Background: an optimization exercise with open tools, aiming at small area. Do not read the settings as production practice. In this exercise RTL edits were held to simulation tests only and were not proved equivalent to the original.

--- design/flow/flow/run.sh ---
#!/bin/bash
# The standard layout (the standard.sh: the standard synthesis and ORFS
# from floorplan to finish), with these changes to how the layout is made:
#  - at the start of the floorplan step, flow/downsize.tcl swaps every
#    combinational cell for the smallest cell of the same function; the
#    timing repair of the floorplan and later steps sizes up what is needed;
#  - the port buffers that global placement adds to every input and output
#    are sky130_fd_sc_hd__buf_1 cells instead of the default buffer;
#  - clock tree synthesis adds no dummy loads and uses clkbuf_8 buffers.
# make's full output goes to flow_make.log in this folder.
set -euo pipefail
here=$(pwd)
bash standard.sh \
  "PRE_FLOORPLAN_TCL=$here/flow/downsize.tcl" \
  "BUFFER_PORTS_ARGS=-buffer_cell sky130_fd_sc_hd__buf_1" \
  "CTS_ARGS=-sink_clustering_enable -repair_clock_nets -dont_use_dummy_load -buf_list sky130_fd_sc_hd__clkbuf_8" \
  finish > flow_make.log 2>&1
--- design/flow/config.mk ---
export PLATFORM = sky130hd
export DESIGN_NAME = draw_line
export DESIGN_NICKNAME = draw_line
export VERILOG_FILES = /design/flow/design.v
export SDC_FILE = /design/flow/constraint.sdc
export NUM_CORES = 4
export LEC_CHECK = 0
export CAP_MARGIN = 20
export CORE_MARGIN = 2
export CORE_UTILIZATION = 40
export SLEW_MARGIN = 20
export SYNTH_HIERARCHICAL = 1
export SYNTH_MINIMUM_KEEP_SIZE = 0
--- design/flow/design.v ---
`timescale 1ns / 1ps
module draw_line(clk, rst_n, wea, x, y, m, b, dir, range, index_rd, line_x, line_y, finish);
input             clk, rst_n;
input             wea;
input      [31:0] x, y, m, b, dir, range;
input      [31:0] index_rd;
output     [31:0] line_x, line_y;
output     reg finish;
reg        [31:0] cnt, cnt_upd;
reg        [31:0] x_reg, m_reg, acc;
reg               mv, dec;
reg        [4:0]  idx;
reg        [1:0]  ph;
genvar gi;
wire [32:0] ltc;
assign ltc[0] = 1'b0;
generate for (gi = 0; gi < 32; gi = gi + 1) begin : g_lt
    assign ltc[gi+1] = (range[gi] & ~cnt[gi]) | (range[gi] & ltc[gi]) | (~cnt[gi] & ltc[gi]);
end endgenerate
wire        lt = ltc[32];
wire [32:0] cch;
assign cch[0] = lt;
generate for (gi = 0; gi < 32; gi = gi + 1) begin : g_cnt
    assign cch[gi+1] = cch[gi] & cnt_upd[gi];
end endgenerate
always @(posedge clk or negedge rst_n) begin
    if (!rst_n) begin
        cnt     <= 32'd0;
        cnt_upd <= 32'd0;
        finish  <= 1'b0;
    end else begin
        cnt     <= cnt_upd ^ cch[31:0];
        cnt_upd <= cnt;
        finish  <= !lt;
    end
end
wire        start  = wea && !rst_n;
always @(posedge clk) begin
    if (start)
        ph <= 2'd0;
    else if (ph != 2'd3)
        ph <= ph + 2'd1;
end
wire        rd   = !start && ph == 2'd3;
wire        dneg = rd && dec;
wire [4:0]  kz   = mv ? idx : 5'd0;
reg  [31:0] mop;
reg  [7:0]  wop;
reg         wm1;
wire [31:0] aop = start ? b : acc;
always @(*) begin
    if (start) begin
        mop = m;                    wop = x[7:0];  wm1 = 1'b0;
    end else case (ph)
        2'd0: begin mop = {m_reg[23:0], 8'd0};  wop = x_reg[15:8];  wm1 = x_reg[7];  end
        2'd1: begin mop = {m_reg[15:0], 16'd0}; wop = x_reg[23:16]; wm1 = x_reg[15]; end
        2'd2: begin mop = {m_reg[7:0], 24'd0};  wop = x_reg[31:24]; wm1 = x_reg[23]; end
        default: begin mop = m_reg;             wop = {3'd0, kz};   wm1 = 1'b0; end
    endcase
end
wire [31:0] mac;
wire [3:0] one, two, neg;
wire [8:0] wx = {wop, wm1};
assign one[0] = wx[1] ^ wx[0];
assign two[0] = (wx[2] & ~wx[1] & ~wx[0]) | (~wx[2] & wx[1] & wx[0]);
assign neg[0] = wx[2] ^ dneg;
wire [31:0] bp0;
dl_bpp b0_0 (.m1(mop[0]), .m0(1'b0), .one(one[0]), .two(two[0]), .neg(neg[0]), .p(bp0[0]));
dl_bpp b0_1 (.m1(mop[1]), .m0(mop[0]), .one(one[0]), .two(two[0]), .neg(neg[0]), .p(bp0[1]));
dl_bpp b0_2 (.m1(mop[2]), .m0(mop[1]), .one(one[0]), .two(two[0]), .neg(neg[0]), .p(bp0[2]));
dl_bpp b0_3 (.m1(mop[3]), .m0(mop[2]), .one(one[0]), .two(two[0]), .neg(neg[0]), .p(bp0[3]));
dl_bpp b0_4 (.m1(mop[4]), .m0(mop[3]), .one(one[0]), .two(two[0]), .neg(neg[0]), .p(bp0[4]));
dl_bpp b0_5 (.m1(mop[5]), .m0(mop[4]), .one(one[0]), .two(two[0]), .neg(neg[0]), .p(bp0[5]));
dl_bpp b0_6 (.m1(mop[6]), .m0(mop[5]), .one(one[0]), .two(two[0]), .neg(neg[0]), .p(bp0[6]));
dl_bpp b0_7 (.m1(mop[7]), .m0(mop[6]), .one(one[0]), .two(two[0]), .neg(neg[0]), .p(bp0[7]));
dl_bpp b0_8 (.m1(mop[8]), .m0(mop[7]), .one(one[0]), .two(two[0]), .neg(neg[0]), .p(bp0[8]));
dl_bpp b0_9 (.m1(mop[9]), .m0(mop[8]), .one(one[0]), .two(two[0]), .neg(neg[0]), .p(bp0[9]));
dl_bpp b0_10 (.m1(mop[10]), .m0(mop[9]), .one(one[0]), .two(two[0]), .neg(neg[0]), .p(bp0[10]));
dl_bpp b0_11 (.m1(mop[11]), .m0(mop[10]), .one(one[0]), .two(two[0]), .neg(neg[0]), .p(bp0[11]));
dl_bpp b0_12 (.m1(mop[12]), .m0(mop[11]), .one(one[0]), .two(two[0]), .neg(neg[0]), .p(bp0[12]));
dl_bpp b0_13 (.m1(mop[13]), .m0(mop[12]), .one(one[0]), .two(two[0]), .neg(neg[0]), .p(bp0[13]));
dl_bpp b0_14 (.m1(mop[14]), .m0(mop[13]), .one(one[0]), .two(two[0]), .neg(neg[0]), .p(bp0[14]));
dl_bpp b0_15 (.m1(mop[15]), .m0(mop[14]), .one(one[0]), .two(two[0]), .neg(neg[0]), .p(bp0[15]));
dl_bpp b0_16 (.m1(mop[16]), .m0(mop[15]), .one(one[0]), .two(two[0]), .neg(neg[0]), .p(bp0[16]));
dl_bpp b0_17 (.m1(mop[17]), .m0(mop[16]), .one(one[0]), .two(two[0]), .neg(neg[0]), .p(bp0[17]));
dl_bpp b0_18 (.m1(mop[18]), .m0(mop[17]), .one(one[0]), .two(two[0]), .neg(neg[0]), .p(bp0[18]));
dl_bpp b0_19 (.m1(mop[19]), .m0(mop[18]), .one(one[0]), .two(two[0]), .neg(neg[0]), .p(bp0[19]));
dl_bpp b0_20 (.m1(mop[20]), .m0(mop[19]), .one(one[0]), .two(two[0]), .neg(neg[0]), .p(bp0[20]));
dl_bpp b0_21 (.m1(mop[21]), .m0(mop[20]), .one(one[0]), .two(two[0]), .neg(neg[0]), .p(bp0[21]));
dl_bpp b0_22 (.m1(mop[22]), .m0(mop[21]), .one(one[0]), .two(two[0]), .neg(neg[0]), .p(bp0[22]));
dl_bpp b0_23 (.m1(mop[23]), .m0(mop[22]), .one(one[0]), .two(two[0]), .neg(neg[0]), .p(bp0[23]));
dl_bpp b0_24 (.m1(mop[24]), .m0(mop[23]), .one(one[0]), .two(two[0]), .neg(neg[0]), .p(bp0[24]));
dl_bpp b0_25 (.m1(mop[25]), .m0(mop[24]), .one(one[0]), .two(two[0]), .neg(neg[0]), .p(bp0[25]));
dl_bpp b0_26 (.m1(mop[26]), .m0(mop[25]), .one(one[0]), .two(two[0]), .neg(neg[0]), .p(bp0[26]));
dl_bpp b0_27 (.m1(mop[27]), .m0(mop[26]), .one(one[0]), .two(two[0]), .neg(neg[0]), .p(bp0[27]));
dl_bpp b0_28 (.m1(mop[28]), .m0(mop[27]), .one(one[0]), .two(two[0]), .neg(neg[0]), .p(bp0[28]));
dl_bpp b0_29 (.m1(mop[29]), .m0(mop[28]), .one(one[0]), .two(two[0]), .neg(neg[0]), .p(bp0[29]));
dl_bpp b0_30 (.m1(mop[30]), .m0(mop[29]), .one(one[0]), .two(two[0]), .neg(neg[0]), .p(bp0[30]));
dl_bpp b0_31 (.m1(mop[31]), .m0(mop[30]), .one(one[0]), .two(two[0]), .neg(neg[0]), .p(bp0[31]));
assign one[1] = wx[3] ^ wx[2];
assign two[1] = (wx[4] & ~wx[3] & ~wx[2]) | (~wx[4] & wx[3] & wx[2]);
assign neg[1] = wx[4] ^ dneg;
wire [29:0] bp1;
dl_bpp b1_0 (.m1(mop[0]), .m0(1'b0), .one(one[1]), .two(two[1]), .neg(neg[1]), .p(bp1[0]));
dl_bpp b1_1 (.m1(mop[1]), .m0(mop[0]), .one(one[1]), .two(two[1]), .neg(neg[1]), .p(bp1[1]));
dl_bpp b1_2 (.m1(mop[2]), .m0(mop[1]), .one(one[1]), .two(two[1]), .neg(neg[1]), .p(bp1[2]));
dl_bpp b1_3 (.m1(mop[3]), .m0(mop[2]), .one(one[1]), .two(two[1]), .neg(neg[1]), .p(bp1[3]));
dl_bpp b1_4 (.m1(mop[4]), .m0(mop[3]), .one(one[1]), .two(two[1]), .neg(neg[1]), .p(bp1[4]));
dl_bpp b1_5 (.m1(mop[5]), .m0(mop[4]), .one(one[1]), .two(two[1]), .neg(neg[1]), .p(bp1[5]));
dl_bpp b1_6 (.m1(mop[6]), .m0(mop[5]), .one(one[1]), .two(two[1]), .neg(neg[1]), .p(bp1[6]));
dl_bpp b1_7 (.m1(mop[7]), .m0(mop[6]), .one(one[1]), .two(two[1]), .neg(neg[1]), .p(bp1[7]));
dl_bpp b1_8 (.m1(mop[8]), .m0(mop[7]), .one(one[1]), .two(two[1]), .neg(neg[1]), .p(bp1[8]));
dl_bpp b1_9 (.m1(mop[9]), .m0(mop[8]), .one(one[1]), .two(two[1]), .neg(neg[1]), .p(bp1[9]));
dl_bpp b1_10 (.m1(mop[10]), .m0(mop[9]), .one(one[1]), .two(two[1]), .neg(neg[1]), .p(bp1[10]));
dl_bpp b1_11 (.m1(mop[11]), .m0(mop[10]), .one(one[1]), .two(two[1]), .neg(neg[1]), .p(bp1[11]));
dl_bpp b1_12 (.m1(mop[12]), .m0(mop[11]), .one(one[1]), .two(two[1]), .neg(neg[1]), .p(bp1[12]));
dl_bpp b1_13 (.m1(mop[13]), .m0(mop[12]), .one(one[1]), .two(two[1]), .neg(neg[1]), .p(bp1[13]));
dl_bpp b1_14 (.m1(mop[14]), .m0(mop[13]), .one(one[1]), .two(two[1]), .neg(neg[1]), .p(bp1[14]));
dl_bpp b1_15 (.m1(mop[15]), .m0(mop[14]), .one(one[1]), .two(two[1]), .neg(neg[1]), .p(bp1[15]));
dl_bpp b1_16 (.m1(mop[16]), .m0(mop[15]), .one(one[1]), .two(two[1]), .neg(neg[1]), .p(bp1[16]));
dl_bpp b1_17 (.m1(mop[17]), .m0(mop[16]), .one(one[1]), .two(two[1]), .neg(neg[1]), .p(bp1[17]));
dl_bpp b1_18 (.m1(mop[18]), .m0(mop[17]), .one(one[1]), .two(two[1]), .neg(neg[1]), .p(bp1[18]));
dl_bpp b1_19 (.m1(mop[19]), .m0(mop[18]), .one(one[1]), .two(two[1]), .neg(neg[1]), .p(bp1[19]));
dl_bpp b1_20 (.m1(mop[20]), .m0(mop[19]), .one(one[1]), .two(two[1]), .neg(neg[1]), .p(bp1[20]));
dl_bpp b1_21 (.m1(mop[21]), .m0(mop[20]), .one(one[1]), .two(two[1]), .neg(neg[1]), .p(bp1[21]));
dl_bpp b1_22 (.m1(mop[22]), .m0(mop[21]), .one(one[1]), .two(two[1]), .neg(neg[1]), .p(bp1[22]));
dl_bpp b1_23 (.m1(mop[23]), .m0(mop[22]), .one(one[1]), .two(two[1]), .neg(neg[1]), .p(bp1[23]));
dl_bpp b1_24 (.m1(mop[24]), .m0(mop[23]), .one(one[1]), .two(two[1]), .neg(neg[1]), .p(bp1[24]));
dl_bpp b1_25 (.m1(mop[25]), .m0(mop[24]), .one(one[1]), .two(two[1]), .neg(neg[1]), .p(bp1[25]));
dl_bpp b1_26 (.m1(mop[26]), .m0(mop[25]), .one(one[1]), .two(two[1]), .neg(neg[1]), .p(bp1[26]));
dl_bpp b1_27 (.m1(mop[27]), .m0(mop[26]), .one(one[1]), .two(two[1]), .neg(neg[1]), .p(bp1[27]));
dl_bpp b1_28 (.m1(mop[28]), .m0(mop[27]), .one(one[1]), .two(two[1]), .neg(neg[1]), .p(bp1[28]));
dl_bpp b1_29 (.m1(mop[29]), .m0(mop[28]), .one(one[1]), .two(two[1]), .neg(neg[1]), .p(bp1[29]));
assign one[2] = wx[5] ^ wx[4];
assign two[2] = (wx[6] & ~wx[5] & ~wx[4]) | (~wx[6] & wx[5] & wx[4]);
assign neg[2] = wx[6] ^ dneg;
wire [27:0] bp2;
dl_bpp b2_0 (.m1(mop[0]), .m0(1'b0), .one(one[2]), .two(two[2]), .neg(neg[2]), .p(bp2[0]));
dl_bpp b2_1 (.m1(mop[1]), .m0(mop[0]), .one(one[2]), .two(two[2]), .neg(neg[2]), .p(bp2[1]));
dl_bpp b2_2 (.m1(mop[2]), .m0(mop[1]), .one(one[2]), .two(two[2]), .neg(neg[2]), .p(bp2[2]));
dl_bpp b2_3 (.m1(mop[3]), .m0(mop[2]), .one(one[2]), .two(two[2]), .neg(neg[2]), .p(bp2[3]));
dl_bpp b2_4 (.m1(mop[4]), .m0(mop[3]), .one(one[2]), .two(two[2]), .neg(neg[2]), .p(bp2[4]));
dl_bpp b2_5 (.m1(mop[5]), .m0(mop[4]), .one(one[2]), .two(two[2]), .neg(neg[2]), .p(bp2[5]));
dl_bpp b2_6 (.m1(mop[6]), .m0(mop[5]), .one(one[2]), .two(two[2]), .neg(neg[2]), .p(bp2[6]));
dl_bpp b2_7 (.m1(mop[7]), .m0(mop[6]), .one(one[2]), .two(two[2]), .neg(neg[2]), .p(bp2[7]));
dl_bpp b2_8 (.m1(mop[8]), .m0(mop[7]), .one(one[2]), .two(two[2]), .neg(neg[2]), .p(bp2[8]));
dl_bpp b2_9 (.m1(mop[9]), .m0(mop[8]), .one(one[2]), .two(two[2]), .neg(neg[2]), .p(bp2[9]));
dl_bpp b2_10 (.m1(mop[10]), .m0(mop[9]), .one(one[2]), .two(two[2]), .neg(neg[2]), .p(bp2[10]));
dl_bpp b2_11 (.m1(mop[11]), .m0(mop[10]), .one(one[2]), .two(two[2]), .neg(neg[2]), .p(bp2[11]));
dl_bpp b2_12 (.m1(mop[12]), .m0(mop[11]), .one(one[2]), .two(two[2]), .neg(neg[2]), .p(bp2[12]));
dl_bpp b2_13 (.m1(mop[13]), .m0(mop[12]), .one(one[2]), .two(two[2]), .neg(neg[2]), .p(bp2[13]));
dl_bpp b2_14 (.m1(mop[14]), .m0(mop[13]), .one(one[2]), .two(two[2]), .neg(neg[2]), .p(bp2[14]));
dl_bpp b2_15 (.m1(mop[15]), .m0(mop[14]), .one(one[2]), .two(two[2]), .neg(neg[2]), .p(bp2[15]));
dl_bpp b2_16 (.m1(mop[16]), .m0(mop[15]), .one(one[2]), .two(two[2]), .neg(neg[2]), .p(bp2[16]));
dl_bpp b2_17 (.m1(mop[17]), .m0(mop[16]), .one(one[2]), .two(two[2]), .neg(neg[2]), .p(bp2[17]));
dl_bpp b2_18 (.m1(mop[18]), .m0(mop[17]), .one(one[2]), .two(two[2]), .neg(neg[2]), .p(bp2[18]));
dl_bpp b2_19 (.m1(mop[19]), .m0(mop[18]), .one(one[2]), .two(two[2]), .neg(neg[2]), .p(bp2[19]));
dl_bpp b2_20 (.m1(mop[20]), .m0(mop[19]), .one(one[2]), .two(two[2]), .neg(neg[2]), .p(bp2[20]));
dl_bpp b2_21 (.m1(mop[21]), .m0(mop[20]), .one(one[2]), .two(two[2]), .neg(neg[2]), .p(bp2[21]));
dl_bpp b2_22 (.m1(mop[22]), .m0(mop[21]), .one(one[2]), .two(two[2]), .neg(neg[2]), .p(bp2[22]));
dl_bpp b2_23 (.m1(mop[23]), .m0(mop[22]), .one(one[2]), .two(two[2]), .neg(neg[2]), .p(bp2[23]));
dl_bpp b2_24 (.m1(mop[24]), .m0(mop[23]), .one(one[2]), .two(two[2]), .neg(neg[2]), .p(bp2[24]));
dl_bpp b2_25 (.m1(mop[25]), .m0(mop[24]), .one(one[2]), .two(two[2]), .neg(neg[2]), .p(bp2[25]));
dl_bpp b2_26 (.m1(mop[26]), .m0(mop[25]), .one(one[2]), .two(two[2]), .neg(neg[2]), .p(bp2[26]));
dl_bpp b2_27 (.m1(mop[27]), .m0(mop[26]), .one(one[2]), .two(two[2]), .neg(neg[2]), .p(bp2[27]));
assign one[3] = wx[7] ^ wx[6];
assign two[3] = (wx[8] & ~wx[7] & ~wx[6]) | (~wx[8] & wx[7] & wx[6]);
assign neg[3] = wx[8] ^ dneg;
wire [25:0] bp3;
dl_bpp b3_0 (.m1(mop[0]), .m0(1'b0), .one(one[3]), .two(two[3]), .neg(neg[3]), .p(bp3[0]));
dl_bpp b3_1 (.m1(mop[1]), .m0(mop[0]), .one(one[3]), .two(two[3]), .neg(neg[3]), .p(bp3[1]));
dl_bpp b3_2 (.m1(mop[2]), .m0(mop[1]), .one(one[3]), .two(two[3]), .neg(neg[3]), .p(bp3[2]));
dl_bpp b3_3 (.m1(mop[3]), .m0(mop[2]), .one(one[3]), .two(two[3]), .neg(neg[3]), .p(bp3[3]));
dl_bpp b3_4 (.m1(mop[4]), .m0(mop[3]), .one(one[3]), .two(two[3]), .neg(neg[3]), .p(bp3[4]));
dl_bpp b3_5 (.m1(mop[5]), .m0(mop[4]), .one(one[3]), .two(two[3]), .neg(neg[3]), .p(bp3[5]));
dl_bpp b3_6 (.m1(mop[6]), .m0(mop[5]), .one(one[3]), .two(two[3]), .neg(neg[3]), .p(bp3[6]));
dl_bpp b3_7 (.m1(mop[7]), .m0(mop[6]), .one(one[3]), .two(two[3]), .neg(neg[3]), .p(bp3[7]));
dl_bpp b3_8 (.m1(mop[8]), .m0(mop[7]), .one(one[3]), .two(two[3]), .neg(neg[3]), .p(bp3[8]));
dl_bpp b3_9 (.m1(mop[9]), .m0(mop[8]), .one(one[3]), .two(two[3]), .neg(neg[3]), .p(bp3[9]));
dl_bpp b3_10 (.m1(mop[10]), .m0(mop[9]), .one(one[3]), .two(two[3]), .neg(neg[3]), .p(bp3[10]));
dl_bpp b3_11 (.m1(mop[11]), .m0(mop[10]), .one(one[3]), .two(two[3]), .neg(neg[3]), .p(bp3[11]));
dl_bpp b3_12 (.m1(mop[12]), .m0(mop[11]), .one(one[3]), .two(two[3]), .neg(neg[3]), .p(bp3[12]));
dl_bpp b3_13 (.m1(mop[13]), .m0(mop[12]), .one(one[3]), .two(two[3]), .neg(neg[3]), .p(bp3[13]));
dl_bpp b3_14 (.m1(mop[14]), .m0(mop[13]), .one(one[3]), .two(two[3]), .neg(neg[3]), .p(bp3[14]));
dl_bpp b3_15 (.m1(mop[15]), .m0(mop[14]), .one(one[3]), .two(two[3]), .neg(neg[3]), .p(bp3[15]));
dl_bpp b3_16 (.m1(mop[16]), .m0(mop[15]), .one(one[3]), .two(two[3]), .neg(neg[3]), .p(bp3[16]));
dl_bpp b3_17 (.m1(mop[17]), .m0(mop[16]), .one(one[3]), .two(two[3]), .neg(neg[3]), .p(bp3[17]));
dl_bpp b3_18 (.m1(mop[18]), .m0(mop[17]), .one(one[3]), .two(two[3]), .neg(neg[3]), .p(bp3[18]));
dl_bpp b3_19 (.m1(mop[19]), .m0(mop[18]), .one(one[3]), .two(two[3]), .neg(neg[3]), .p(bp3[19]));
dl_bpp b3_20 (.m1(mop[20]), .m0(mop[19]), .one(one[3]), .two(two[3]), .neg(neg[3]), .p(bp3[20]));
dl_bpp b3_21 (.m1(mop[21]), .m0(mop[20]), .one(one[3]), .two(two[3]), .neg(neg[3]), .p(bp3[21]));
dl_bpp b3_22 (.m1(mop[22]), .m0(mop[21]), .one(one[3]), .two(two[3]), .neg(neg[3]), .p(bp3[22]));
dl_bpp b3_23 (.m1(mop[23]), .m0(mop[22]), .one(one[3]), .two(two[3]), .neg(neg[3]), .p(bp3[23]));
dl_bpp b3_24 (.m1(mop[24]), .m0(mop[23]), .one(one[3]), .two(two[3]), .neg(neg[3]), .p(bp3[24]));
dl_bpp b3_25 (.m1(mop[25]), .m0(mop[24]), .one(one[3]), .two(two[3]), .neg(neg[3]), .p(bp3[25]));
wire t1;
wire t2;
dl_ha u2 (.a(aop[4]), .b(bp0[4]), .s(t1), .co(t2));
wire t3;
wire t4;
dl_ha u4 (.a(aop[5]), .b(bp0[5]), .s(t3), .co(t4));
wire t5;
wire t6;
dl_fa u6 (.a(aop[6]), .b(bp0[6]), .c(bp1[4]), .s(t5), .co(t6));
wire t7;
wire t8;
dl_ha u8 (.a(bp2[2]), .b(neg[3]), .s(t7), .co(t8));
wire t9;
wire t10;
dl_fa u10 (.a(aop[7]), .b(bp0[7]), .c(bp1[5]), .s(t9), .co(t10));
wire t11;
wire t12;
dl_ha u12 (.a(bp2[3]), .b(bp3[1]), .s(t11), .co(t12));
wire t13;
wire t14;
dl_fa u14 (.a(aop[8]), .b(bp0[8]), .c(bp1[6]), .s(t13), .co(t14));
wire t15;
wire t16;
dl_ha u16 (.a(bp2[4]), .b(bp3[2]), .s(t15), .co(t16));
wire t17;
wire t18;
dl_fa u18 (.a(aop[9]), .b(bp0[9]), .c(bp1[7]), .s(t17), .co(t18));
wire t19;
wire t20;
dl_ha u20 (.a(bp2[5]), .b(bp3[3]), .s(t19), .co(t20));
wire t21;
wire t22;
dl_fa u22 (.a(aop[10]), .b(bp0[10]), .c(bp1[8]), .s(t21), .co(t22));
wire t23;
wire t24;
dl_ha u24 (.a(bp2[6]), .b(bp3[4]), .s(t23), .co(t24));
wire t25;
wire t26;
dl_fa u26 (.a(aop[11]), .b(bp0[11]), .c(bp1[9]), .s(t25), .co(t26));
wire t27;
wire t28;
dl_ha u28 (.a(bp2[7]), .b(bp3[5]), .s(t27), .co(t28));
wire t29;
wire t30;
dl_fa u30 (.a(aop[12]), .b(bp0[12]), .c(bp1[10]), .s(t29), .co(t30));
wire t31;
wire t32;
dl_ha u32 (.a(bp2[8]), .b(bp3[6]), .s(t31), .co(t32));
wire t33;
wire t34;
dl_fa u34 (.a(aop[13]), .b(bp0[13]), .c(bp1[11]), .s(t33), .co(t34));
wire t35;
wire t36;
dl_ha u36 (.a(bp2[9]), .b(bp3[7]), .s(t35), .co(t36));
wire t37;
wire t38;
dl_fa u38 (.a(aop[14]), .b(bp0[14]), .c(bp1[12]), .s(t37), .co(t38));
wire t39;
wire t40;
dl_ha u40 (.a(bp2[10]), .b(bp3[8]), .s(t39), .co(t40));
wire t41;
wire t42;
dl_fa u42 (.a(aop[15]), .b(bp0[15]), .c(bp1[13]), .s(t41), .co(t42));
wire t43;
wire t44;
dl_ha u44 (.a(bp2[11]), .b(bp3[9]), .s(t43), .co(t44));
wire t45;
wire t46;
dl_fa u46 (.a(aop[16]), .b(bp0[16]), .c(bp1[14]), .s(t45), .co(t46));
wire t47;
wire t48;
dl_ha u48 (.a(bp2[12]), .b(bp3[10]), .s(t47), .co(t48));
wire t49;
wire t50;
dl_fa u50 (.a(aop[17]), .b(bp0[17]), .c(bp1[15]), .s(t49), .co(t50));
wire t51;
wire t52;
dl_ha u52 (.a(bp2[13]), .b(bp3[11]), .s(t51), .co(t52));
wire t53;
wire t54;
dl_fa u54 (.a(aop[18]), .b(bp0[18]), .c(bp1[16]), .s(t53), .co(t54));
wire t55;
wire t56;
dl_ha u56 (.a(bp2[14]), .b(bp3[12]), .s(t55), .co(t56));
wire t57;
wire t58;
dl_fa u58 (.a(aop[19]), .b(bp0[19]), .c(bp1[17]), .s(t57), .co(t58));
wire t59;
wire t60;
dl_ha u60 (.a(bp2[15]), .b(bp3[13]), .s(t59), .co(t60));
wire t61;
wire t62;
dl_fa u62 (.a(aop[20]), .b(bp0[20]), .c(bp1[18]), .s(t61), .co(t62));
wire t63;
wire t64;
dl_ha u64 (.a(bp2[16]), .b(bp3[14]), .s(t63), .co(t64));
wire t65;
wire t66;
dl_fa u66 (.a(aop[21]), .b(bp0[21]), .c(bp1[19]), .s(t65), .co(t66));
wire t67;
wire t68;
dl_ha u68 (.a(bp2[17]), .b(bp3[15]), .s(t67), .co(t68));
wire t69;
wire t70;
dl_fa u70 (.a(aop[22]), .b(bp0[22]), .c(bp1[20]), .s(t69), .co(t70));
wire t71;
wire t72;
dl_ha u72 (.a(bp2[18]), .b(bp3[16]), .s(t71), .co(t72));
wire t73;
wire t74;
dl_fa u74 (.a(aop[23]), .b(bp0[23]), .c(bp1[21]), .s(t73), .co(t74));
wire t75;
wire t76;
dl_ha u76 (.a(bp2[19]), .b(bp3[17]), .s(t75), .co(t76));
wire t77;
wire t78;
dl_fa u78 (.a(aop[24]), .b(bp0[24]), .c(bp1[22]), .s(t77), .co(t78));
wire t79;
wire t80;
dl_ha u80 (.a(bp2[20]), .b(bp3[18]), .s(t79), .co(t80));
wire t81;
wire t82;
dl_fa u82 (.a(aop[25]), .b(bp0[25]), .c(bp1[23]), .s(t81), .co(t82));
wire t83;
wire t84;
dl_ha u84 (.a(bp2[21]), .b(bp3[19]), .s(t83), .co(t84));
wire t85;
wire t86;
dl_fa u86 (.a(aop[26]), .b(bp0[26]), .c(bp1[24]), .s(t85), .co(t86));
wire t87;
wire t88;
dl_ha u88 (.a(bp2[22]), .b(bp3[20]), .s(t87), .co(t88));
wire t89;
wire t90;
dl_fa u90 (.a(aop[27]), .b(bp0[27]), .c(bp1[25]), .s(t89), .co(t90));
wire t91;
wire t92;
dl_ha u92 (.a(bp2[23]), .b(bp3[21]), .s(t91), .co(t92));
wire t93;
wire t94;
dl_fa u94 (.a(aop[28]), .b(bp0[28]), .c(bp1[26]), .s(t93), .co(t94));
wire t95;
wire t96;
dl_ha u96 (.a(bp2[24]), .b(bp3[22]), .s(t95), .co(t96));
wire t97;
wire t98;
dl_fa u98 (.a(aop[29]), .b(bp0[29]), .c(bp1[27]), .s(t97), .co(t98));
wire t99;
wire t100;
dl_ha u100 (.a(bp2[25]), .b(bp3[23]), .s(t99), .co(t100));
wire t101;
wire t102;
dl_fa u102 (.a(aop[30]), .b(bp0[30]), .c(bp1[28]), .s(t101), .co(t102));
wire t103;
wire t104;
dl_ha u104 (.a(bp2[26]), .b(bp3[24]), .s(t103), .co(t104));
wire t105;
dl_fa u105 (.a(aop[31]), .b(bp0[31]), .c(bp1[29]), .s(t105), .co());
wire t106;
assign t106 = bp2[27] ^ bp3[25];
wire t107;
wire t108;
dl_ha u108 (.a(aop[2]), .b(bp0[2]), .s(t107), .co(t108));
wire t109;
wire t110;
dl_ha u110 (.a(aop[3]), .b(bp0[3]), .s(t109), .co(t110));
wire t111;
wire t112;
dl_fa u112 (.a(bp1[2]), .b(neg[2]), .c(bp2[0]), .s(t111), .co(t112));
wire t113;
wire t114;
dl_fa u114 (.a(bp1[3]), .b(bp2[1]), .c(t2), .s(t113), .co(t114));
wire t115;
wire t116;
dl_fa u116 (.a(bp3[0]), .b(t4), .c(t5), .s(t115), .co(t116));
wire t117;
wire t118;
dl_fa u118 (.a(t6), .b(t8), .c(t9), .s(t117), .co(t118));
wire t119;
wire t120;
dl_fa u120 (.a(t10), .b(t12), .c(t13), .s(t119), .co(t120));
wire t121;
wire t122;
dl_fa u122 (.a(t14), .b(t16), .c(t17), .s(t121), .co(t122));
wire t123;
wire t124;
dl_fa u124 (.a(t18), .b(t20), .c(t21), .s(t123), .co(t124));
wire t125;
wire t126;
dl_fa u126 (.a(t22), .b(t24), .c(t25), .s(t125), .co(t126));
wire t127;
wire t128;
dl_fa u128 (.a(t26), .b(t28), .c(t29), .s(t127), .co(t128));
wire t129;
wire t130;
dl_fa u130 (.a(t30), .b(t32), .c(t33), .s(t129), .co(t130));
wire t131;
wire t132;
dl_fa u132 (.a(t34), .b(t36), .c(t37), .s(t131), .co(t132));
wire t133;
wire t134;
dl_fa u134 (.a(t38), .b(t40), .c(t41), .s(t133), .co(t134));
wire t135;
wire t136;
dl_fa u136 (.a(t42), .b(t44), .c(t45), .s(t135), .co(t136));
wire t137;
wire t138;
dl_fa u138 (.a(t46), .b(t48), .c(t49), .s(t137), .co(t138));
wire t139;
wire t140;
dl_fa u140 (.a(t50), .b(t52), .c(t53), .s(t139), .co(t140));
wire t141;
wire t142;
dl_fa u142 (.a(t54), .b(t56), .c(t57), .s(t141), .co(t142));
wire t143;
wire t144;
dl_fa u144 (.a(t58), .b(t60), .c(t61), .s(t143), .co(t144));
wire t145;
wire t146;
dl_fa u146 (.a(t62), .b(t64), .c(t65), .s(t145), .co(t146));
wire t147;
wire t148;
dl_fa u148 (.a(t66), .b(t68), .c(t69), .s(t147), .co(t148));
wire t149;
wire t150;
dl_fa u150 (.a(t70), .b(t72), .c(t73), .s(t149), .co(t150));
wire t151;
wire t152;
dl_fa u152 (.a(t74), .b(t76), .c(t77), .s(t151), .co(t152));
wire t153;
wire t154;
dl_fa u154 (.a(t78), .b(t80), .c(t81), .s(t153), .co(t154));
wire t155;
wire t156;
dl_fa u156 (.a(t82), .b(t84), .c(t85), .s(t155), .co(t156));
wire t157;
wire t158;
dl_fa u158 (.a(t86), .b(t88), .c(t89), .s(t157), .co(t158));
wire t159;
wire t160;
dl_fa u160 (.a(t90), .b(t92), .c(t93), .s(t159), .co(t160));
wire t161;
wire t162;
dl_fa u162 (.a(t94), .b(t96), .c(t97), .s(t161), .co(t162));
wire t163;
wire t164;
dl_fa u164 (.a(t98), .b(t100), .c(t101), .s(t163), .co(t164));
wire t165;
dl_fa u165 (.a(t102), .b(t104), .c(t105), .s(t165), .co());
wire t166;
wire t167;
dl_ha u167 (.a(aop[0]), .b(neg[0]), .s(t166), .co(t167));
wire t168;
wire t169;
dl_ha u169 (.a(aop[1]), .b(bp0[1]), .s(t168), .co(t169));
wire t170;
wire t171;
dl_fa u171 (.a(neg[1]), .b(bp1[0]), .c(t107), .s(t170), .co(t171));
wire t172;
wire t173;
dl_fa u173 (.a(bp1[1]), .b(t108), .c(t109), .s(t172), .co(t173));
wire t174;
wire t175;
dl_fa u175 (.a(t1), .b(t110), .c(t111), .s(t174), .co(t175));
wire t176;
wire t177;
dl_fa u177 (.a(t3), .b(t112), .c(t113), .s(t176), .co(t177));
wire t178;
wire t179;
dl_fa u179 (.a(t7), .b(t114), .c(t115), .s(t178), .co(t179));
wire t180;
wire t181;
dl_fa u181 (.a(t11), .b(t116), .c(t117), .s(t180), .co(t181));
wire t182;
wire t183;
dl_fa u183 (.a(t15), .b(t118), .c(t119), .s(t182), .co(t183));
wire t184;
wire t185;
dl_fa u185 (.a(t19), .b(t120), .c(t121), .s(t184), .co(t185));
wire t186;
wire t187;
dl_fa u187 (.a(t23), .b(t122), .c(t123), .s(t186), .co(t187));
wire t188;
wire t189;
dl_fa u189 (.a(t27), .b(t124), .c(t125), .s(t188), .co(t189));
wire t190;
wire t191;
dl_fa u191 (.a(t31), .b(t126), .c(t127), .s(t190), .co(t191));
wire t192;
wire t193;
dl_fa u193 (.a(t35), .b(t128), .c(t129), .s(t192), .co(t193));
wire t194;
wire t195;
dl_fa u195 (.a(t39), .b(t130), .c(t131), .s(t194), .co(t195));
wire t196;
wire t197;
dl_fa u197 (.a(t43), .b(t132), .c(t133), .s(t196), .co(t197));
wire t198;
wire t199;
dl_fa u199 (.a(t47), .b(t134), .c(t135), .s(t198), .co(t199));
wire t200;
wire t201;
dl_fa u201 (.a(t51), .b(t136), .c(t137), .s(t200), .co(t201));
wire t202;
wire t203;
dl_fa u203 (.a(t55), .b(t138), .c(t139), .s(t202), .co(t203));
wire t204;
wire t205;
dl_fa u205 (.a(t59), .b(t140), .c(t141), .s(t204), .co(t205));
wire t206;
wire t207;
dl_fa u207 (.a(t63), .b(t142), .c(t143), .s(t206), .co(t207));
wire t208;
wire t209;
dl_fa u209 (.a(t67), .b(t144), .c(t145), .s(t208), .co(t209));
wire t210;
wire t211;
dl_fa u211 (.a(t71), .b(t146), .c(t147), .s(t210), .co(t211));
wire t212;
wire t213;
dl_fa u213 (.a(t75), .b(t148), .c(t149), .s(t212), .co(t213));
wire t214;
wire t215;
dl_fa u215 (.a(t79), .b(t150), .c(t151), .s(t214), .co(t215));
wire t216;
wire t217;
dl_fa u217 (.a(t83), .b(t152), .c(t153), .s(t216), .co(t217));
wire t218;
wire t219;
dl_fa u219 (.a(t87), .b(t154), .c(t155), .s(t218), .co(t219));
wire t220;
wire t221;
dl_fa u221 (.a(t91), .b(t156), .c(t157), .s(t220), .co(t221));
wire t222;
wire t223;
dl_fa u223 (.a(t95), .b(t158), .c(t159), .s(t222), .co(t223));
wire t224;
wire t225;
dl_fa u225 (.a(t99), .b(t160), .c(t161), .s(t224), .co(t225));
wire t226;
wire t227;
dl_fa u227 (.a(t103), .b(t162), .c(t163), .s(t226), .co(t227));
wire t228;
dl_fa u228 (.a(t106), .b(t164), .c(t165), .s(t228), .co());
wire t229;
wire t230;
dl_ha u230 (.a(bp0[0]), .b(t166), .s(t229), .co(t230));
wire t231;
wire t232;
dl_fa u232 (.a(t167), .b(t168), .c(t230), .s(t231), .co(t232));
wire t233;
wire t234;
dl_fa u234 (.a(t169), .b(t170), .c(t232), .s(t233), .co(t234));
wire t235;
wire t236;
dl_fa u236 (.a(t171), .b(t172), .c(t234), .s(t235), .co(t236));
wire t237;
wire t238;
dl_fa u238 (.a(t173), .b(t174), .c(t236), .s(t237), .co(t238));
wire t239;
wire t240;
dl_fa u240 (.a(t175), .b(t176), .c(t238), .s(t239), .co(t240));
wire t241;
wire t242;
dl_fa u242 (.a(t177), .b(t178), .c(t240), .s(t241), .co(t242));
wire t243;
wire t244;
dl_fa u244 (.a(t179), .b(t180), .c(t242), .s(t243), .co(t244));
wire t245;
wire t246;
dl_fa u246 (.a(t181), .b(t182), .c(t244), .s(t245), .co(t246));
wire t247;
wire t248;
dl_fa u248 (.a(t183), .b(t184), .c(t246), .s(t247), .co(t248));
wire t249;
wire t250;
dl_ha u250 (.a(t185), .b(t186), .s(t249), .co(t250));
wire t251;
wire t252;
dl_fa u252 (.a(t187), .b(t188), .c(t250), .s(t251), .co(t252));
wire t253;
wire t254;
dl_fa u254 (.a(t189), .b(t190), .c(t252), .s(t253), .co(t254));
wire t255;
wire t256;
dl_fa u256 (.a(t191), .b(t192), .c(t254), .s(t255), .co(t256));
wire t257;
wire t258;
dl_fa u258 (.a(t193), .b(t194), .c(t256), .s(t257), .co(t258));
wire t259;
wire t260;
dl_fa u260 (.a(t195), .b(t196), .c(t258), .s(t259), .co(t260));
wire t261;
wire t262;
dl_fa u262 (.a(t197), .b(t198), .c(t260), .s(t261), .co(t262));
wire t263;
wire t264;
dl_fa u264 (.a(t199), .b(t200), .c(t262), .s(t263), .co(t264));
wire t265;
assign t265 = t249 ^ t248;
wire t266;
assign t266 = t251 ^ (t248 & t249);
wire t267;
assign t267 = t249 & t251;
wire t268;
assign t268 = t253 ^ (t248 & t267);
wire t269;
assign t269 = t267 & t253;
wire t270;
assign t270 = t255 ^ (t248 & t269);
wire t271;
assign t271 = t269 & t255;
wire t272;
assign t272 = t257 ^ (t248 & t271);
wire t273;
assign t273 = t271 & t257;
wire t274;
assign t274 = t259 ^ (t248 & t273);
wire t275;
assign t275 = t273 & t259;
wire t276;
assign t276 = t261 ^ (t248 & t275);
wire t277;
assign t277 = t275 & t261;
wire t278;
assign t278 = t263 ^ (t248 & t277);
wire t279;
assign t279 = t277 & t263;
wire t280;
assign t280 = t264 | (t248 & t279);
wire t281;
wire t282;
dl_ha u282 (.a(t201), .b(t202), .s(t281), .co(t282));
wire t283;
wire t284;
dl_fa u284 (.a(t203), .b(t204), .c(t282), .s(t283), .co(t284));
wire t285;
wire t286;
dl_fa u286 (.a(t205), .b(t206), .c(t284), .s(t285), .co(t286));
wire t287;
wire t288;
dl_fa u288 (.a(t207), .b(t208), .c(t286), .s(t287), .co(t288));
wire t289;
wire t290;
dl_fa u290 (.a(t209), .b(t210), .c(t288), .s(t289), .co(t290));
wire t291;
wire t292;
dl_fa u292 (.a(t211), .b(t212), .c(t290), .s(t291), .co(t292));
wire t293;
wire t294;
dl_fa u294 (.a(t213), .b(t214), .c(t292), .s(t293), .co(t294));
wire t295;
assign t295 = t281 ^ t280;
wire t296;
assign t296 = t283 ^ (t280 & t281);
wire t297;
assign t297 = t281 & t283;
wire t298;
assign t298 = t285 ^ (t280 & t297);
wire t299;
assign t299 = t297 & t285;
wire t300;
assign t300 = t287 ^ (t280 & t299);
wire t301;
assign t301 = t299 & t287;
wire t302;
assign t302 = t289 ^ (t280 & t301);
wire t303;
assign t303 = t301 & t289;
wire t304;
assign t304 = t291 ^ (t280 & t303);
wire t305;
assign t305 = t303 & t291;
wire t306;
assign t306 = t293 ^ (t280 & t305);
wire t307;
assign t307 = t305 & t293;
wire t308;
assign t308 = t294 | (t280 & t307);
wire t309;
wire t310;
dl_ha u310 (.a(t215), .b(t216), .s(t309), .co(t310));
wire t311;
wire t312;
dl_fa u312 (.a(t217), .b(t218), .c(t310), .s(t311), .co(t312));
wire t313;
wire t314;
dl_fa u314 (.a(t219), .b(t220), .c(t312), .s(t313), .co(t314));
wire t315;
wire t316;
dl_fa u316 (.a(t221), .b(t222), .c(t314), .s(t315), .co(t316));
wire t317;
wire t318;
dl_fa u318 (.a(t223), .b(t224), .c(t316), .s(t317), .co(t318));
wire t319;
wire t320;
dl_fa u320 (.a(t225), .b(t226), .c(t318), .s(t319), .co(t320));
wire t321;
dl_fa u321 (.a(t227), .b(t228), .c(t320), .s(t321), .co());
wire t322;
assign t322 = t309 ^ t308;
wire t323;
assign t323 = t311 ^ (t308 & t309);
wire t324;
assign t324 = t309 & t311;
wire t325;
assign t325 = t313 ^ (t308 & t324);
wire t326;
assign t326 = t324 & t313;
wire t327;
assign t327 = t315 ^ (t308 & t326);
wire t328;
assign t328 = t326 & t315;
wire t329;
assign t329 = t317 ^ (t308 & t328);
wire t330;
assign t330 = t328 & t317;
wire t331;
assign t331 = t319 ^ (t308 & t330);
wire t332;
assign t332 = t330 & t319;
wire t333;
assign t333 = t321 ^ (t308 & t332);
assign mac = {t333, t331, t329, t327, t325, t323, t322, t306, t304, t302, t300, t298, t296, t295, t278, t276, t274, t272, t270, t268, t266, t265, t247, t245, t243, t241, t239, t237, t235, t233, t231, t229};
always @(posedge clk) begin
    if (start) begin
        x_reg <= x;
        m_reg <= m;
        dec   <= (dir == 32'd0);
        mv    <= (dir == 32'd0) || (dir == 32'd1);
    end
    if (start || ph != 2'd3)
        acc <= mac;
    idx <= index_rd[4:0];
end
wire [5:0]  lx_lo = {1'b0, x_reg[4:0]} + {1'b0, kz ^ {5{dec}}} + {5'd0, dec};
wire [27:0] lxc;
assign lxc[0] = lx_lo[5] ^ dec;
assign line_x[4:0] = lx_lo[4:0];
generate for (gi = 0; gi < 27; gi = gi + 1) begin : g_lx
    assign line_x[5+gi] = x_reg[5+gi] ^ lxc[gi];
    assign lxc[gi+1]    = lxc[gi] & (x_reg[5+gi] ^ dec);
end endgenerate
assign line_y = mac;
endmodule
module dl_fa(a, b, c, s, co);
input  a, b, c;
output s, co;
assign s  = a ^ b ^ c;
assign co = (a & b) | (a & c) | (b & c);
endmodule
module dl_ha(a, b, s, co);
input  a, b;
output s, co;
assign s  = a ^ b;
assign co = a & b;
endmodule
module dl_bpp(m1, m0, one, two, neg, p);
input  m1, m0, one, two, neg;
output p;
assign p = ((m1 & one) | (m0 & two)) ^ neg;
endmodule
--- design/flow/constraint.sdc ---
create_clock -name core_clock -period 14.0 [get_ports {clk}]
set_input_delay 2.8000 -clock core_clock [delete_from_list [all_inputs] [get_ports {clk}]]
set_output_delay 2.8000 -clock core_clock [all_outputs]
set_load 0.01 [all_outputs]
--- design/flow/flow/downsize.tcl ---
# Sized-down start for the resizer: every combinational cell of the
# synthesized netlist is swapped for the smallest cell of the same function
# (same name but for the drive-strength suffix). Registers, tie cells and
# buffers are left as they are. The floorplan's and later stages' timing
# repair then size up what the timing needs.
set db [ord::get_db]
set n 0
set saved 0.0
foreach inst [[ord::get_db_block] getInsts] {
  set mname [[$inst getMaster] getName]
  if {![regexp {^(sky130_fd_sc_hd__([a-z0-9]+))_([0-9]+)$} $mname -> base func drive]} { continue }
  if {[regexp {^(df|edf|sdf|sed|dl|conb|buf|clkbuf|clkdly|dlygate|tap|fill|decap|diode)} $func]} { continue }
  set cur [$inst getMaster]
  set best $cur
  set best_area [expr {[$cur getWidth] * [$cur getHeight]}]
  foreach d {0 1 2 4 6 8 12 16} {
    set cand [$db findMaster "${base}_$d"]
    if {$cand == "NULL" || $cand == ""} { continue }
    set a [expr {[$cand getWidth] * [$cand getHeight]}]
    if {$a < $best_area} { set best $cand; set best_area $a }
  }
  if {$best != $cur} {
    set saved [expr {$saved + [$cur getWidth] * [$cur getHeight] - $best_area}]
    $inst swapMaster $best
    incr n
  }
}
puts "downsize.tcl: swapped $n cells to their smallest size, [expr {$saved / 1e6}] um2 less"
--- design/flow/standard.sh ---
#!/bin/bash
# synth_recipe.tcl (not shown) runs the flow's synth.tcl, then flattens the netlist and writes it again
# the make line also repeats each setting of config.mk as NAME=value (left out here)
make -C /OpenROAD-flow-scripts/flow DESIGN_CONFIG=/design/flow/config.mk WORK_HOME=/design/flow/orfs CLKGATE_MAP_FILE= SYNTH_SCRIPT=/design/flow/synth_recipe.tcl "${@:-finish}"
==> summary.md, run 1 <==
| Metric | Value |
|---|---|
| Result of the run | complete, no violations |
| Pin count of the biggest net entering global routing | 67 |
| Iteration-0 DRC count of the detailed router | roughly 800 |
| Ratio of final minimum period to clock period | 0.963 |
| Max-cap violation count | 0 |
| Skew-Pair Late Insertion Delay | 0.49 ns |
| Overflow left after global routing | 0 |
| Clock sink count | 170 |
| Worst-case clock buffer depth | 2 |
| Placeable core region | 33,600 um2 |
| Htree depth | 4 |
| Number of cells produced by synthesis | about 1,300 |
| Port-buffer cells | 232 |
| # setup viols final | 0 |
| CTS tree | done |
| Io pins | 292 |
| Count of antenna-violating nets left after detailed routing | 0 |
| Critical path endpoint category | output port |
| Category of the worst setup path launch point | input pin |
| Number of iterations in the first detailed-routing pass | 9 |
| Clk slew on worst S/H paths | 0.09 ns |
| Total negative slack for setup checks | 0 ns |
| HP Class | reg -> reg |
| Via count of the routed design | 10,478 |
| Number of placement rows | 67 |
| Achievable frequency | 74.1 MHz |
| Arrival time reported for the critical path endpoint | 10.69 ns |
| Final setup skew | 0.0247 ns |
| Final routed DRC violation total | 0 |
| Weighted congestion at the end of routability-driven global placement | 0.833 |
| Transition time at the pin with the least slew margin | about 1.1 ns |
| Number of antenna violations at the first check in global routing | 3 |
| Slew Limit Fails | 0 |
| Wire length per cell after detailed routing | between 15 and 20 um |
| Unrepaired setup endpoints after global routing | no |
| Period minus WS final | 13.49 ns |
| Total wire length | 36,200 um |
| Data required time of the worst path | approximately 11 ns |
| Total of warnings raised by yosys | 7 |
| Critical path type | in -> out |
| DR vias/cell | 5.45 |
| Clock Root Buffer | clkbuf_8 |
| Final hold violation count | 0 |
| Die boundary width | 189 um |
| Initial standard-cell utilization of the core | 0.407 |
| Die area | 35,700 um2 |
| Total half-perimeter wirelength after legalization and detailed placement | 28,000 um |
| Overall Global Routing Usage | 0.208 |
| Wire length of the first global-routing pass | 57,600 um |
| Via count of the first global-routing pass | around 11,000 |
| Final core area utilization | 0.459 |
| Biggest fanout along the worst timing path | 29 |
| Post-CTS Setup Repair Bufs | 0 |
| Slew HR | 0.286 |
| Number of nets at the end of the flow | 1,892 |
| Clock buffer count from CTS | 17 |
| Die height | 189 um |
| Share of cells above drive strength 1 | 0.0557 |
| # hold bufs at CTS | 0 |
==> worst max-delay path: stages <==
cell and delay [ns]:
clkbuf_2 0.11, nand2b_2 0.31, inv_6 0.21, buf_6 0.29, nand2_1 0.09, o31ai_1 0.07, buf_4 0.24, xor2_1 0.36
buf_4 0.34, a22oi_1 0.14, xnor2_1 0.16, ha_1 0.23, fa_1 0.52, fa_1 0.43, fa_1 0.42, fa_1 0.39
fa_1 0.39, fa_1 0.39, fa_1 0.39, fa_1 0.39, fa_1 0.46, a21oi_1 0.38, inv_1 0.15, a41oi_2 0.32
inv_1 0.10, ha_1 0.20, xor2_1 0.21, buf_1 0.18
==> area by class of cell <==
cell class	instances	area (um2)
multi-input combinational	975	8560
timing repair buffer	274	1200
fill	3262	18200
inverter	36	140
sequential	170	4710
tap	448	561
antenna	2	5.00
clock buffer	17	234
==> placed cells by master, fill, tap and decap left out, types with 3 or more instances in the layout <==
master,count
nand3_1,17
o31ai_1,3
buf_1,231
fa_1,113
a21o_1,10
edfxtp_1,98
clkbuf_8,17
maj3_1,8
xor2_1,36
nand3b_1,8
mux2i_1,6
conb_1,4
dfxtp_1,7
nand4_1,8
a222oi_1,18
a211oi_1,7
a221oi_1,3
inv_1,34
nand4b_1,4
o21ai_0,33
and3_1,11
dfrtp_1,65
nor4_1,7
o22ai_1,5
nand2_1,167
o21ai_1,6
nand2b_1,15
a21oi_1,21
a22oi_1,118
o211a_1,8
nor3_1,20
mux2_2,5
a221o_1,8
xnor2_1,145
nor2b_1,13
a31oi_1,4
ha_1,78
nor2_1,31
buf_4,40
==> path summary, 6_finish.rpt <==
path / from / to / slack (ns) / cells after the start
worst max-delay path: rst_n / line_y[26] / 0.51 / 28
worst min-delay path: cnt[14] / cnt_upd[14] / 0.38 / 0
worst max register to register: ph[0] / acc[26] / 5.03 / 28
worst min register to register: cnt[14] / cnt_upd[14] / 0.38 / 0
max in group asynchronous: rst_n / cnt[31] / 10.96 / 2
min in group asynchronous: rst_n / cnt[19] / 2.53 / 2
==> layer usage <==
| layer | up-vias | track usage | part of all wire |
|---|---|---|---|
| met5 | - | 0 | 0.00030 |
| met4 | 2 | 0.0673 | 0.025 |
| met3 | 41 | 0.0382 | 0.055 |
| met2 | 350 | 0.336 | 0.47 |
| met1 | 5179 | 0.285 | 0.45 |
| li1 | 4906 | - | - |
==> per-stage QoR <==
step	area, um2	worst slack, ns	hold slack (ns)	instances
3_5_place_dp	15100	0.116	0.364	1903
4_1_cts	15400	0.139	0.386	1920
3_3_place_gp	15100	0.226	0.358	1903
2_1_floorplan	13700	0.129	0.346	1253
5_1_grt	15400	0.0693	0.393	1922
6_report	15400	0.511	0.384	1922
==> repair_timing <==
item	in CTS	in global routing
endpoints found under the hold margin	0	0
gates resized for setup	0	5
endpoints found under the setup margin	0	6
==> inputs of run 2 (changes only) <==
--- a/design/flow/design.v
+++ b/design/flow/design.v
@@ -570,5 +570,5 @@
 wire t249;
 wire t250;
-dl_ha u250 (.a(t185), .b(t186), .s(t249), .co(t250));
+dl_fa u250 (.a(t185), .b(t186), .c(t248), .s(t249), .co(t250));
 wire t251;
 wire t252;
@@ -576,5 +576,5 @@
 wire t253;
 wire t254;
-dl_fa u254 (.a(t189), .b(t190), .c(t252), .s(t253), .co(t254));
+dl_ha u254 (.a(t189), .b(t190), .s(t253), .co(t254));
 wire t255;
 wire t256;
@@ -593,129 +593,121 @@
 dl_fa u264 (.a(t199), .b(t200), .c(t262), .s(t263), .co(t264));
 wire t265;
-assign t265 = t249 ^ t248;
 wire t266;
-assign t266 = t251 ^ (t248 & t249);
+dl_fa u266 (.a(t201), .b(t202), .c(t264), .s(t265), .co(t266));
 wire t267;
-assign t267 = t249 & t251;
 wire t268;
-assign t268 = t253 ^ (t248 & t267);
+dl_fa u268 (.a(t203), .b(t204), .c(t266), .s(t267), .co(t268));
 wire t269;
-assign t269 = t267 & t253;
 wire t270;
-assign t270 = t255 ^ (t248 & t269);
+dl_fa u270 (.a(t205), .b(t206), .c(t268), .s(t269), .co(t270));
 wire t271;
-assign t271 = t269 & t255;
 wire t272;
-assign t272 = t257 ^ (t248 & t271);
+dl_fa u272 (.a(t207), .b(t208), .c(t270), .s(t271), .co(t272));
 wire t273;
-assign t273 = t271 & t257;
+assign t273 = t253 ^ t252;
 wire t274;
-assign t274 = t259 ^ (t248 & t273);
+assign t274 = t255 ^ (t252 & t253);
 wire t275;
-assign t275 = t273 & t259;
+assign t275 = t253 & t255;
 wire t276;
-assign t276 = t261 ^ (t248 & t275);
+assign t276 = t257 ^ (t252 & t275);
 wire t277;
-assign t277 = t275 & t261;
+assign t277 = t275 & t257;
 wire t278;
-assign t278 = t263 ^ (t248 & t277);
+assign t278 = t259 ^ (t252 & t277);
 wire t279;
-assign t279 = t277 & t263;
+assign t279 = t277 & t259;
 wire t280;
-assign t280 = t264 | (t248 & t279);
+assign t280 = t261 ^ (t252 & t279);
 wire t281;
+assign t281 = t279 & t261;
 wire t282;
-dl_ha u282 (.a(t201), .b(t202), .s(t281), .co(t282));
+assign t282 = t263 ^ (t252 & t281);
 wire t283;
+assign t283 = t281 & t263;
 wire t284;
-dl_fa u284 (.a(t203), .b(t204), .c(t282), .s(t283), .co(t284));
+assign t284 = t265 ^ (t252 & t283);
 wire t285;
+assign t285 = t283 & t265;
 wire t286;
-dl_fa u286 (.a(t205), .b(t206), .c(t284), .s(t285), .co(t286));
+assign t286 = t267 ^ (t252 & t285);
 wire t287;
+assign t287 = t285 & t267;
 wire t288;
-dl_fa u288 (.a(t207), .b(t208), .c(t286), .s(t287), .co(t288));
+assign t288 = t269 ^ (t252 & t287);
 wire t289;
+assign t289 = t287 & t269;
 wire t290;
-dl_fa u290 (.a(t209), .b(t210), .c(t288), .s(t289), .co(t290));
+assign t290 = t271 ^ (t252 & t289);
 wire t291;
+assign t291 = t289 & t271;
 wire t292;
-dl_fa u292 (.a(t211), .b(t212), .c(t290), .s(t291), .co(t292));
+assign t292 = t272 | (t252 & t291);
 wire t293;
 wire t294;
-dl_fa u294 (.a(t213), .b(t214), .c(t292), .s(t293), .co(t294));
+dl_ha u294 (.a(t209), .b(t210), .s(t293), .co(t294));
 wire t295;
-assign t295 = t281 ^ t280;
 wire t296;
-assign t296 = t283 ^ (t280 & t281);
+dl_fa u296 (.a(t211), .b(t212), .c(t294), .s(t295), .co(t296));
 wire t297;
-assign t297 = t281 & t283;
 wire t298;
-assign t298 = t285 ^ (t280 & t297);
+dl_fa u298 (.a(t213), .b(t214), .c(t296), .s(t297), .co(t298));
 wire t299;
-assign t299 = t297 & t285;
 wire t300;
-assign t300 = t287 ^ (t280 & t299);
+dl_fa u300 (.a(t215), .b(t216), .c(t298), .s(t299), .co(t300));
 wire t301;
-assign t301 = t299 & t287;
 wire t302;
-assign t302 = t289 ^ (t280 & t301);
+dl_fa u302 (.a(t217), .b(t218), .c(t300), .s(t301), .co(t302));
 wire t303;
-assign t303 = t301 & t289;
 wire t304;
-assign t304 = t291 ^ (t280 & t303);
+dl_fa u304 (.a(t219), .b(t220), .c(t302), .s(t303), .co(t304));
 wire t305;
-assign t305 = t303 & t291;
 wire t306;
-assign t306 = t293 ^ (t280 & t305);
+dl_fa u306 (.a(t221), .b(t222), .c(t304), .s(t305), .co(t306));
 wire t307;
-assign t307 = t305 & t293;
 wire t308;
-assign t308 = t294 | (t280 & t307);
+dl_fa u308 (.a(t223), .b(t224), .c(t306), .s(t307), .co(t308));
 wire t309;
 wire t310;
-dl_ha u310 (.a(t215), .b(t216), .s(t309), .co(t310));
+dl_fa u310 (.a(t225), .b(t226), .c(t308), .s(t309), .co(t310));
 wire t311;
+dl_fa u311 (.a(t227), .b(t228), .c(t310), .s(t311), .co());
 wire t312;
-dl_fa u312 (.a(t217), .b(t218), .c(t310), .s(t311), .co(t312));
+assign t312 = t293 ^ t292;
 wire t313;
+assign t313 = t295 ^ (t292 & t293);
 wire t314;
-dl_fa u314 (.a(t219), .b(t220), .c(t312), .s(t313), .co(t314));
+assign t314 = t293 & t295;
 wire t315;
+assign t315 = t297 ^ (t292 & t314);
 wire t316;
-dl_fa u316 (.a(t221), .b(t222), .c(t314), .s(t315), .co(t316));
+assign t316 = t314 & t297;
 wire t317;
+assign t317 = t299 ^ (t292 & t316);
 wire t318;
-dl_fa u318 (.a(t223), .b(t224), .c(t316), .s(t317), .co(t318));
+assign t318 = t316 & t299;
 wire t319;
+assign t319 = t301 ^ (t292 & t318);
 wire t320;
-dl_fa u320 (.a(t225), .b(t226), .c(t318), .s(t319), .co(t320));
+assign t320 = t318 & t301;
 wire t321;
-dl_fa u321 (.a(t227), .b(t228), .c(t320), .s(t321), .co());
+assign t321 = t303 ^ (t292 & t320);
 wire t322;
-assign t322 = t309 ^ t308;
+assign t322 = t320 & t303;
 wire t323;
-assign t323 = t311 ^ (t308 & t309);
+assign t323 = t305 ^ (t292 & t322);
 wire t324;
-assign t324 = t309 & t311;
+assign t324 = t322 & t305;
 wire t325;
-assign t325 = t313 ^ (t308 & t324);
+assign t325 = t307 ^ (t292 & t324);
 wire t326;
-assign t326 = t324 & t313;
+assign t326 = t324 & t307;
 wire t327;
-assign t327 = t315 ^ (t308 & t326);
+assign t327 = t309 ^ (t292 & t326);
 wire t328;
-assign t328 = t326 & t315;
+assign t328 = t326 & t309;
 wire t329;
-assign t329 = t317 ^ (t308 & t328);
-wire t330;
-assign t330 = t328 & t317;
-wire t331;
-assign t331 = t319 ^ (t308 & t330);
-wire t332;
-assign t332 = t330 & t319;
-wire t333;
-assign t333 = t321 ^ (t308 & t332);
-assign mac = {t333, t331, t329, t327, t325, t323, t322, t306, t304, t302, t300, t298, t296, t295, t278, t276, t274, t272, t270, t268, t266, t265, t247, t245, t243, t241, t239, t237, t235, t233, t231, t229};
+assign t329 = t311 ^ (t292 & t328);
+assign mac = {t329, t327, t325, t323, t321, t319, t317, t315, t313, t312, t290, t288, t286, t284, t282, t280, t278, t276, t274, t273, t251, t249, t247, t245, t243, t241, t239, t237, t235, t233, t231, t229};
 always @(posedge clk) begin
     if (start) begin
==> summary.md, run 2 <==
| Metric | Value |
|---|---|
| Ratio of final minimum period to clock period | 0.971 |
| Slew HR | 0.244 |
| Die height | 189 um |
| Overall Global Routing Usage | 0.208 |
| Slowest library cell on the worst path | fa_1 |
| Worst-case clock buffer depth | 2 |
| Most common library cell in the layout ignoring fill and taps | buf_1 |
| Achievable frequency | 73.5 MHz |
| Dominant delay contributor by cell family on the critical path | adder cells |
| Category of the worst setup path launch point | input pin |
| Number of buffer and inverter stages on the critical path | 7 |
| Die area | approximately 36,000 um2 |
| Count of antenna-violating nets left after detailed routing | 0 |
| Clock buffer count from CTS | 17 |
| Via count of the routed design | around 11,000 |
| Die boundary width | 189 um |
| Total of warnings raised by yosys | 7 |
| Via count of the first global-routing pass | 10,728 |
| Data required time of the worst path | ~11 ns |
| Number of nets at the end of the flow | 1,931 |
| Total wire length | 36,100 um |
| Final setup skew | 0.0308 ns |
| Transition time at the pin with the least slew margin | 1.12 ns |
| # setup viols final | 0 |
| DR vias/cell | between 5 and 6 |
| Beginning of the worst register-to-register path | ph[1] |
| Biggest fanout along the worst timing path | 10 |
| Count of filler cells inserted in the layout | about 3,200 |
| Result of the run | complete, no violations |
| Slowest cell delay on critical path | 0.52 ns |
| Most used cells in the layout excluding fill and tap cells | buf_1, nand2_1, xnor2_1, a22oi_1, fa_1 |
| Htree depth | 4 |
| Number of antenna violations at the first check in global routing | 4 |
| Iteration-0 DRC count of the detailed router | 920 |
| Initial standard-cell utilization of the core | 0.406 |
| Skew-Pair Late Insertion Delay | roughly 0.50 ns |
| Slew Limit Fails | 0 |
| CTS tree | done |
| Clock sink count | between 150 and 200 |
| Wire length per cell after detailed routing | 18.4 um |
| Weighted congestion at the end of routability-driven global placement | 0.819 |
| Placeable core region | 33,500 um2 |
| Period minus WS final | 13.60 ns |
| Total cell area at the placement stage | 15,400 um2 |
| Number of cells produced by synthesis | 1,241 |
| Clk slew on worst S/H paths | about 0.08 ns |
| Number of iterations in the first detailed-routing pass | 7 |
| Critical path type | in -> out |
| Final routed DRC violation total | 0 |
| Cell with the most instances on the worst path | fa_1 |
| Clock Root Buffer | clkbuf_8 |
| Number of placement rows | 67 |
| Source of the critical timing path | rst_n |
| Start point of the worst hold path | cnt[16] |
| Io pins | 292 |
| Port-buffer cells | 232 |
| Total half-perimeter wirelength after legalization and detailed placement | 28,000 um |
| HP Class | reg -> reg |
| Max-cap violation count | 0 |
| Arrival time reported for the critical path endpoint | ~11 ns |
| Wire length of the first global-routing pass | ~57,000 um |
| Final instance area | 16,000 um2 |
| Share of cells above drive strength 1 | 0.0999 |
| Overflow left after global routing | 0 |
| Final hold violation count | 0 |
| Critical path endpoint category | output port |
| Pin count of the biggest net entering global routing | 69 |
[run 2: per-layer routing]
metal	up-vias	track usage	part of all wire	wire length, um
met5	-	0	0.00022	8
met2	336	0.336	0.47	17200
li1	4964	-	-	-
met4	2	0.0685	0.023	823
met3	54	0.0374	0.054	1940
met1	5146	0.284	0.45	16200
[run 2: per-stage QoR]
| step | instances | hold WS [ns] | setup TNS [ns] | setup WS [ns] | util |
|---|---|---|---|---|---|
| after floorplan | 1244 | 0.346 | 0 | 0.00509 | - |
| after global placement | 1926 | 0.359 | 0 | 0.0817 | 0.460 |
| after detailed placement | 1926 | 0.361 | -0.0613 | -0.0308 | 0.460 |
| after CTS | 1943 | 0.387 | 0 | 0.0141 | 0.467 |
| after global routing | 1962 | 0.397 | -0.00119 | -0.000725 | 0.476 |
| final | 1964 | 0.385 | 0 | 0.403 | 0.476 |
[run 2: path summary, 6_finish.rpt]
kind | end | slack (ns) | depth (start not counted)
worst max-delay path | line_y[29] | 0.40 | 30
worst min-delay path | cnt_upd[16] | 0.38 | 0
worst max register to register | acc[23] | 4.91 | 32
worst min register to register | cnt_upd[16] | 0.38 | 0
max in group asynchronous | cnt_upd[9] | 10.96 | 2
min in group asynchronous | cnt_upd[1] | 2.52 | 2
[run 2: repair_timing]
| item | in CTS | in global routing |
|---|---|---|
| setup endpoints to repair | 0 | 9 |
| resized for setup | 0 | 31 |
| hold buffers | 0 | 0 |
| endpoints found under the hold margin | 0 | 0 |
| setup buffers | 0 | 16 |
[run 2: area by class of cell]
cell class,count,area (um2),share of cell area
Clock buffer,17,234,0.0147
Tap cell,448,561,0.0351
Multi-Input combinational cell,965,8680,0.543
Inverter,37,151,0.00948
Antenna cell,4,10.0,0.000627
Sequential cell,170,4710,0.295
Timing Repair Buffer,323,1620,0.102
[run 2: worst register-to-register path, delay by kind of cell, from the launching register on]
kind	cells	cell delay, ns
AO/OA/AOI/OAI	5	1.18
XOR/XNOR	2	0.33
adder cells (fa/ha/maj)	14	5.15
buffers and inverters	4	0.78
flip-flops	1	0.42
multiplexers	1	0.24
AND/OR/NAND/NOR	6	0.79

afterwards: timing with drivers on the ports:
No port has a modelled driver above. Below, the same layouts with a new extraction and two added sets of constraints.
Step 1 assumes that a clkbuf_16 drives the clock port and a buf_2 every other input.
Step 2 moves the port delays by t, midway between the first and last clock arrival at a register: inputs arrive t later, outputs are due t later. That takes back most of the time a late clock gives input paths.
Slacks: ideal / step 1 / step 2; pairs: ideal / step 1.
| run | t (ns) | setup WS [ns] | worst setup path at the end | clock arrival spread, ns | worst register clock-pin slew, ns |
|---|---|---|---|---|---|
| run 1 | 0.520 | 0.511 / 0.491 / 0.491 | input to output | 0.037 / 0.037 | 0.10 / 0.10 |
| run 2 | 0.534 | 0.403 / 0.377 / 0.377 | input to output | 0.037 / 0.037 | 0.11 / 0.11 |
After both steps every run listed still meets setup and hold. For run 2, which loses most, drivers alone change the setup slack by -0.026 ns; drivers and shift together by -0.026 ns.
